Source: an optimization exercise on an open RTL-to-GDS flow (aim: a short achievable clock period and few clock cycles). Production flows keep margins and buffers that such runs may drop. The RTL was checked by simulation tests, not by an equivalence proof against the original design. Power is estimated from default activity; no workload was simulated.

== run A ==
==> flow/design.v <==
module ks_add #(parameter W = 32, parameter L = 5) (x, y, ci, s, co);
  input  [W-1:0] x, y;
  input          ci;
  output [W-1:0] s;
  output         co;
  wire [W*(L+1)-1:0] g, p;
  wire [W-1:0]       hx = x ^ y;
  assign g[0] = (x[0] & y[0]) | (hx[0] & ci);
  assign p[0] = 1'b0;
  genvar i, l;
  generate
    for (i = 1; i < W; i = i + 1) begin : lv0
      assign g[i] = x[i] & y[i];
      assign p[i] = hx[i];
    end
    for (l = 1; l <= L; l = l + 1) begin : lv
      for (i = 0; i < W; i = i + 1) begin : bt
        if (i >= (1 << (l-1))) begin : op
          assign g[l*W+i] = g[(l-1)*W+i] | (p[(l-1)*W+i] & g[(l-1)*W+i-(1<<(l-1))]);
          assign p[l*W+i] = p[(l-1)*W+i] & p[(l-1)*W+i-(1<<(l-1))];
        end else begin : pass
          assign g[l*W+i] = g[(l-1)*W+i];
          assign p[l*W+i] = p[(l-1)*W+i];
        end
      end
    end
  endgenerate
  assign s  = hx ^ {g[L*W+W-2 -: W-1], ci};
  assign co = g[L*W+W-1];
endmodule
module MIPS_CPU (clk, rst, Mem_Read_EN, Mem_Write_EN, ALU_Result, Store_Value, Data_memory_out, instruction, addr);
  input         clk, rst;
  output        Mem_Read_EN, Mem_Write_EN;
  output [31:0] ALU_Result, Store_Value;
  input  [31:0] Data_memory_out;
  input  [31:0] instruction;
  output [31:0] addr;
  localparam BHB = 6;       
  integer i;
  reg [31:0] pc;
  reg [31:0] x_a;           
  reg [31:0] x_b;           
  reg [31:0] x_c;           
  reg [4:0]  x_fa, x_fb, x_fc;
  reg        x_la, x_lb, x_lc;  
  reg        x_stall;       
  reg [4:0]  x_dest;
  reg        x_wen, x_load, x_store, x_beq, x_bne, x_pred, x_st;
  reg [3:0]  x_kind;        
  reg [31:0] x_alt;         
  reg [BHB-1:0] x_bi;       
  reg [1:0]  x_ctr;         
  reg [4:0]  x_sh;
  reg        x_and, x_or, x_xor, x_nor, x_slt, x_srl, x_sft;
  reg [31:0] m_sum, m_diff, m_oth, m_sv;
  reg        m_lt;
  reg [3:0]  m_kind;
  reg [4:0]  m_dest;
  reg        m_wen, m_load, m_store;
  reg           u_en;
  reg [1:0]     u_ctr;
  reg [BHB-1:0] u_bi;
  reg [31:0] rf [1:31];
  reg [31:1] rf_v;
  reg [1:0] bht [0:(1<<BHB)-1];
  wire [31:0] m_val = ({32{m_kind[0]}} & m_sum)
                    | ({32{m_kind[1]}} & m_diff)
                    | ({32{m_kind[2]}} & m_oth)
                    | {31'b0, m_kind[3] & m_lt};
  wire [31:0] m_res = m_load ? Data_memory_out : m_val;
  assign addr         = pc;
  assign ALU_Result   = m_sum;
  assign Store_Value  = m_sv;
  assign Mem_Read_EN  = m_load;
  assign Mem_Write_EN = m_store;
  wire stall = x_stall;
  function [31:0] fwd;
    input [31:0] v;
    input [4:0]  f;
    input [31:0] s1, s2, s3;
    input        s4;
    fwd = ({32{f[0]}} & v) | ({32{f[1]}} & s1) | ({32{f[2]}} & s2) | ({32{f[3]}} & s3)
        | {31'b0, f[4] & s4};
  endfunction
  wire [31:0] a = fwd(x_a, x_fa, m_sum, m_diff, m_oth, m_lt);
  wire [31:0] b = fwd(x_b, x_fb, m_sum, m_diff, m_oth, m_lt);
  wire [31:0] c = fwd(x_c, x_fc, m_sum, m_diff, m_oth, m_lt);
  wire [31:0] sum, diff;
  wire        sum_co, diff_co;
  ks_add #(32) u_sum  (.x(a), .y(c),  .ci(1'b0), .s(sum),  .co(sum_co));
  ks_add #(32) u_diff (.x(a), .y(~c), .ci(1'b1), .s(diff), .co(diff_co));
  wire        lt_u = ~diff_co;
  wire        lt_s = (a[31] ^ c[31]) ? a[31] : lt_u;
  wire        lt   = x_slt ? lt_s : lt_u;
  wire [31:0] lg   = ({32{x_and}} & (a & c))
                   | ({32{x_or}}  & (a | c))
                   | ({32{x_xor}} & (a ^ c))
                   | ({32{x_nor}} & ~(a | c));
  wire [31:0] sft  = x_srl ? (b >> x_sh) : (b << x_sh);
  wire [31:0] oth  = x_sft ? sft : lg;
  wire eq      = (a == b);
  wire taken   = (x_beq & eq) | (x_bne & ~eq);
  wire mispred = (x_beq | x_bne) & (taken != x_pred) & ~stall;
  wire [5:0]  op    = instruction[31:26];
  wire [5:0]  fn    = instruction[5:0];
  wire [4:0]  rs    = instruction[25:21];
  wire [4:0]  rt    = instruction[20:16];
  wire [4:0]  rd    = instruction[15:11];
  wire [31:0] simm  = {{16{instruction[15]}}, instruction[15:0]};
  wire d_r     = (op == 6'b000000);
  wire d_ialu  = (op[5:3] == 3'b001);
  wire d_lw    = (op == 6'b100011);
  wire d_sw    = (op == 6'b101011);
  wire d_beq   = (op == 6'b000100);
  wire d_bne   = (op == 6'b000101);
  wire d_j     = (op == 6'b000010);
  wire d_br    = d_beq | d_bne;
  wire [4:0] d_dest = d_r ? rd : rt;
  wire       d_wen  = (d_r | d_ialu | d_lw) & (d_dest != 5'd0);
  wire       d_imm  = ~d_r;
  wire       d_ua   = ~d_j;
  wire       d_ub   = d_r | d_br | d_sw;
  wire d_add  = (d_r & (fn[5:1] == 5'b10000)) | (d_ialu & (op[2:1] == 2'b00)) | d_lw | d_sw;
  wire d_sub  = d_r & (fn[5:1] == 5'b10001);
  wire d_and  = (d_r & (fn == 6'b100100)) | (d_ialu & (op[2:0] == 3'b100));
  wire d_or   = (d_r & (fn == 6'b100101)) | (d_ialu & (op[2:0] == 3'b101));
  wire d_xor  = (d_r & (fn == 6'b100110)) | (d_ialu & (op[2:0] == 3'b110));
  wire d_nor  = (d_r & (fn == 6'b100111));
  wire d_slt  = (d_r & (fn == 6'b101010)) | (d_ialu & (op[2:0] == 3'b010));
  wire d_sltu = (d_r & (fn == 6'b101011)) | (d_ialu & (op[2:0] == 3'b011));
  wire d_sll  = d_r & (fn == 6'b000000);
  wire d_srl  = d_r & (fn == 6'b000010);
  wire [3:0] d_kind = {d_slt | d_sltu, d_sll | d_srl | d_and | d_or | d_xor | d_nor, d_sub, d_add};
  wire hit_a = x_wen && (x_dest == rs);
  wire hit_b = x_wen && (x_dest == rt);
  wire [3:0] kx = x_load ? 4'b0 : x_kind;
  wire [31:0] rf_a = (rs == 5'd0) ? 32'd0 : (rf[rs] & {32{rf_v[rs]}});
  wire [31:0] rf_b = (rt == 5'd0) ? 32'd0 : (rf[rt] & {32{rf_v[rt]}});
  wire [31:0] rv_a = (m_wen && m_dest == rs) ? m_res : rf_a;
  wire [31:0] rv_b = (m_wen && m_dest == rt) ? m_res : rf_b;
  wire [BHB-1:0] f_bi = pc[BHB+1:2];
  wire [1:0]  f_ctr   = bht[f_bi];
  wire        d_st    = instruction[15];
  wire        d_pred  = d_br & (d_st ^ f_ctr[1]);
  wire [31:0] pc4     = pc + 32'd4;
  wire [13:0] hi_inc  = pc4[31:18] + 14'd1;
  wire [13:0] hi_dec  = pc4[31:18] - 14'd1;
  wire [15:0] lo_sum;
  wire        lo_co;
  ks_add #(16, 4) u_tgt (.x(pc4[17:2]), .y(instruction[15:0]), .ci(1'b0), .s(lo_sum), .co(lo_co));
  wire [13:0] hi_t    = (d_st ^ lo_co) ? (lo_co ? hi_inc : hi_dec) : pc4[31:18];
  wire [31:0] target  = {hi_t, lo_sum, 2'b00};
  wire [31:0] jtarg   = {pc4[31:28], instruction[25:0], 2'b00};
  wire [31:0] pred_pc = d_j ? jtarg : (d_pred ? target : pc4);
  always @(posedge clk or posedge rst) begin
    if (rst) begin
      pc <= 32'd0;
    end else if (!stall) begin
      pc <= mispred ? x_alt : pred_pc;
    end
  end
  always @(posedge clk) begin
    if (stall) begin
      if (x_la) x_a <= m_res;
      if (x_lb) x_b <= m_res;
      if (x_lc) x_c <= m_res;
    end else begin
      x_a    <= rv_a;
      x_b    <= rv_b;
      x_c    <= d_imm ? simm : rv_b;
      x_dest <= d_dest;
      x_sh   <= instruction[10:6];
      x_alt  <= d_pred ? pc4 : target;
      x_bi   <= f_bi;
      x_ctr  <= f_ctr;
      x_st   <= d_st;
      x_kind <= d_kind;
      x_and <= d_and; x_or <= d_or; x_xor <= d_xor; x_nor <= d_nor;
      x_slt <= d_slt; x_srl <= d_srl; x_sft <= d_sll | d_srl;
    end
  end
  always @(posedge clk or posedge rst) begin
    if (rst) begin
      x_fa <= 5'd1; x_fb <= 5'd1; x_fc <= 5'd1;
      x_la <= 1'b0; x_lb <= 1'b0; x_lc <= 1'b0; x_stall <= 1'b0;
      x_wen <= 1'b0; x_load <= 1'b0; x_store <= 1'b0;
      x_beq <= 1'b0; x_bne <= 1'b0; x_pred <= 1'b0;
    end else if (stall) begin
      x_fa <= 5'd1; x_fb <= 5'd1; x_fc <= 5'd1;
      x_la <= 1'b0; x_lb <= 1'b0; x_lc <= 1'b0; x_stall <= 1'b0;
    end else begin
      x_fa <= (hit_a & ~x_load) ? {kx, 1'b0} : 5'd1;
      x_fb <= (hit_b & ~x_load) ? {kx, 1'b0} : 5'd1;
      x_fc <= (hit_b & ~x_load & ~d_imm) ? {kx, 1'b0} : 5'd1;
      x_la <= hit_a & x_load;
      x_lb <= hit_b & x_load;
      x_lc <= hit_b & x_load & ~d_imm;
      if (mispred) begin
        x_wen <= 1'b0; x_load <= 1'b0; x_store <= 1'b0;
        x_beq <= 1'b0; x_bne <= 1'b0; x_pred <= 1'b0;
        x_stall <= 1'b0;
      end else begin
        x_wen <= d_wen; x_load <= d_lw; x_store <= d_sw;
        x_beq <= d_beq; x_bne <= d_bne; x_pred <= d_pred;
        x_stall <= x_load & ((hit_a & d_ua) | (hit_b & d_ub));
      end
    end
  end
  always @(posedge clk) begin
    m_sum  <= sum;
    m_diff <= diff;
    m_oth  <= oth;
    m_lt   <= lt;
    m_sv   <= b;
    m_kind <= x_kind;
    m_dest <= x_dest;
  end
  always @(posedge clk or posedge rst) begin
    if (rst) begin
      m_wen <= 1'b0; m_load <= 1'b0; m_store <= 1'b0;
    end else begin
      m_wen   <= x_wen & ~stall;
      m_load  <= x_load & ~stall;
      m_store <= x_store & ~stall;
    end
  end
  always @(posedge clk or posedge rst) begin
    if (rst) begin
      u_en <= 1'b0;
    end else begin
      u_en <= (x_beq | x_bne) & ~stall;
    end
  end
  always @(posedge clk) begin
    u_bi  <= x_bi;
    if (taken ^ x_st)
      u_ctr <= (x_ctr == 2'b11) ? 2'b11 : x_ctr + 2'b01;
    else
      u_ctr <= (x_ctr == 2'b00) ? 2'b00 : x_ctr - 2'b01;
  end
  always @(posedge clk or posedge rst) begin
    if (rst) begin
      for (i = 0; i < (1<<BHB); i = i + 1) bht[i] <= 2'b01;
    end else if (u_en) begin
      bht[u_bi] <= u_ctr;
    end
  end
  always @(posedge clk or posedge rst) begin
    if (rst) begin
      rf_v <= 31'd0;
    end else if (m_wen) begin
      rf_v[m_dest] <= 1'b1;
    end
  end
  always @(posedge clk) begin
    if (m_wen) rf[m_dest] <= m_res;
  end
endmodule
clock: 10.0 ns
lec_check: 0
cap_margin: 20
cell_pad_in_sites_detail_placement: 1
cell_pad_in_sites_global_placement: 2
core_margin: 2
core_utilization: 25
place_density: 0.45
slew_margin: 20
standard.sh (not shown) runs the stock make flow with config.mk's settings and CLKGATE_MAP_FILE= SYNTH_SCRIPT=/design/flow/synth_recipe.tcl, a recipe that flattens the netlist after the stock synthesis.
==> flow/flow/run.sh <==
#!/bin/bash
set -euo pipefail
bash standard.sh SETUP_SLACK_MARGIN=6.6 finish > std_flow.log 2>&1
Run A completed end to end with timing, DRC and antenna clean.
Testbench counts of run A, summed over its fixed seeds: cycles 78,562.
Modified inputs, run B compared to run A
--- a/flow/design.v
+++ b/flow/design.v
@@ -133,23 +133,29 @@
   wire [3:0] d_kind = {d_slt | d_sltu, d_sll | d_srl | d_and | d_or | d_xor | d_nor, d_sub, d_add};
   wire hit_a = x_wen && (x_dest == rs);
   wire hit_b = x_wen && (x_dest == rt);
   wire [3:0] kx = x_load ? 4'b0 : x_kind;
-  wire [31:0] rf_a = (rs == 5'd0) ? 32'd0 : (rf[rs] & {32{rf_v[rs]}});
-  wire [31:0] rf_b = (rt == 5'd0) ? 32'd0 : (rf[rt] & {32{rf_v[rt]}});
-  wire [31:0] rv_a = (m_wen && m_dest == rs) ? m_res : rf_a;
-  wire [31:0] rv_b = (m_wen && m_dest == rt) ? m_res : rf_b;
+  reg [31:0] rf_n [0:31];
+  always @(*) begin
+    rf_n[0] = 32'd0;
+    for (i = 1; i < 32; i = i + 1)
+      rf_n[i] = (m_wen && m_dest == i) ? m_res : (rf[i] & {32{rf_v[i]}});
+  end
+  wire [31:0] rv_a = rf_n[rs];
+  wire [31:0] rv_b = rf_n[rt];
   wire [BHB-1:0] f_bi = pc[BHB+1:2];
   wire [1:0]  f_ctr   = bht[f_bi];
   wire        d_st    = instruction[15];
   wire        d_pred  = d_br & (d_st ^ f_ctr[1]);
-  wire [31:0] pc4     = pc + 32'd4;
-  wire [13:0] hi_inc  = pc4[31:18] + 14'd1;
-  wire [13:0] hi_dec  = pc4[31:18] - 14'd1;
+  wire [13:0] pc_hi   = pc[31:18];
+  wire [13:0] hi_inc  = pc_hi + 14'd1;
+  wire [13:0] hi_dec  = pc_hi - 14'd1;
+  wire [16:0] lo_inc  = {1'b0, pc[17:2]} + 17'd1;
+  wire [31:0] pc4     = {lo_inc[16] ? hi_inc : pc_hi, lo_inc[15:0], 2'b00};
   wire [15:0] lo_sum;
   wire        lo_co;
-  ks_add #(16, 4) u_tgt (.x(pc4[17:2]), .y(instruction[15:0]), .ci(1'b0), .s(lo_sum), .co(lo_co));
-  wire [13:0] hi_t    = (d_st ^ lo_co) ? (lo_co ? hi_inc : hi_dec) : pc4[31:18];
+  ks_add #(16, 4) u_tgt (.x(pc[17:2]), .y(instruction[15:0]), .ci(1'b1), .s(lo_sum), .co(lo_co));
+  wire [13:0] hi_t    = (d_st ^ lo_co) ? (lo_co ? hi_inc : hi_dec) : pc_hi;
   wire [31:0] target  = {hi_t, lo_sum, 2'b00};
   wire [31:0] jtarg   = {pc4[31:28], instruction[25:0], 2'b00};
   wire [31:0] pred_pc = d_j ? jtarg : (d_pred ? target : pc4);
   always @(posedge clk or posedge rst) begin
## What came out
Cmp run B and run A / top achievable clock speed / lower: run A
Min met3 wire length across run B and run A: run A
Looking only at cell row count, and setting everything else aside, the higher value of run B and run A goes to run B.
On run B: proportion of layout cells with a drive suffix above 1 is 0.80 points higher than what run A gave.
On run B: area after synthesis is 7.1% higher than what run A gave.
Diff run A -> run B: routed via count divided by cell count went up 28%; compound-cell area share of the yosys netlist went up 13 points; internal portion of total power held; number of flops mapped to enable cells by yosys held.
Category of the most critical setup path: input pin to flop -> run A, flop to flop -> run B
Relative to run A, tap cell count has increased by about 9% in run B.
Run B gives more width of the die than run A did.
Post-synthesis cell count | run B above run A
Testbench counts of run B, summed over its fixed seeds: cycles 78,562.

==> separate check: timing with driven ports <==
Ports are ideal in the flow. The routed layouts listed here were re-timed in OpenROAD. Step 1, drivers: a clkbuf_16 drives clk and a buf_2 each remaining input, both assumed. Step 2, shift: input delay + t, output delay - t, t = (earliest + latest rising clock arrival at the registers) / 2. This alone moves slack from input paths to output paths. Three values: ideal, step 1, step 2; two values: the first two.
run | shift t [ns] | setup slack, ns | slew at the worst register clock pin (ns)
run A | 0.941 | 4.774 / 4.818 / 3.879 | 0.06 / 0.06
run B | 1.073 | 5.762 / 5.762 / 4.854 | 0.07 / 0.07
After both steps setup and hold are still met in every run listed. For run B, which loses most, drivers alone change the setup slack by 0.000 ns; drivers and shift together by -0.908 ns.
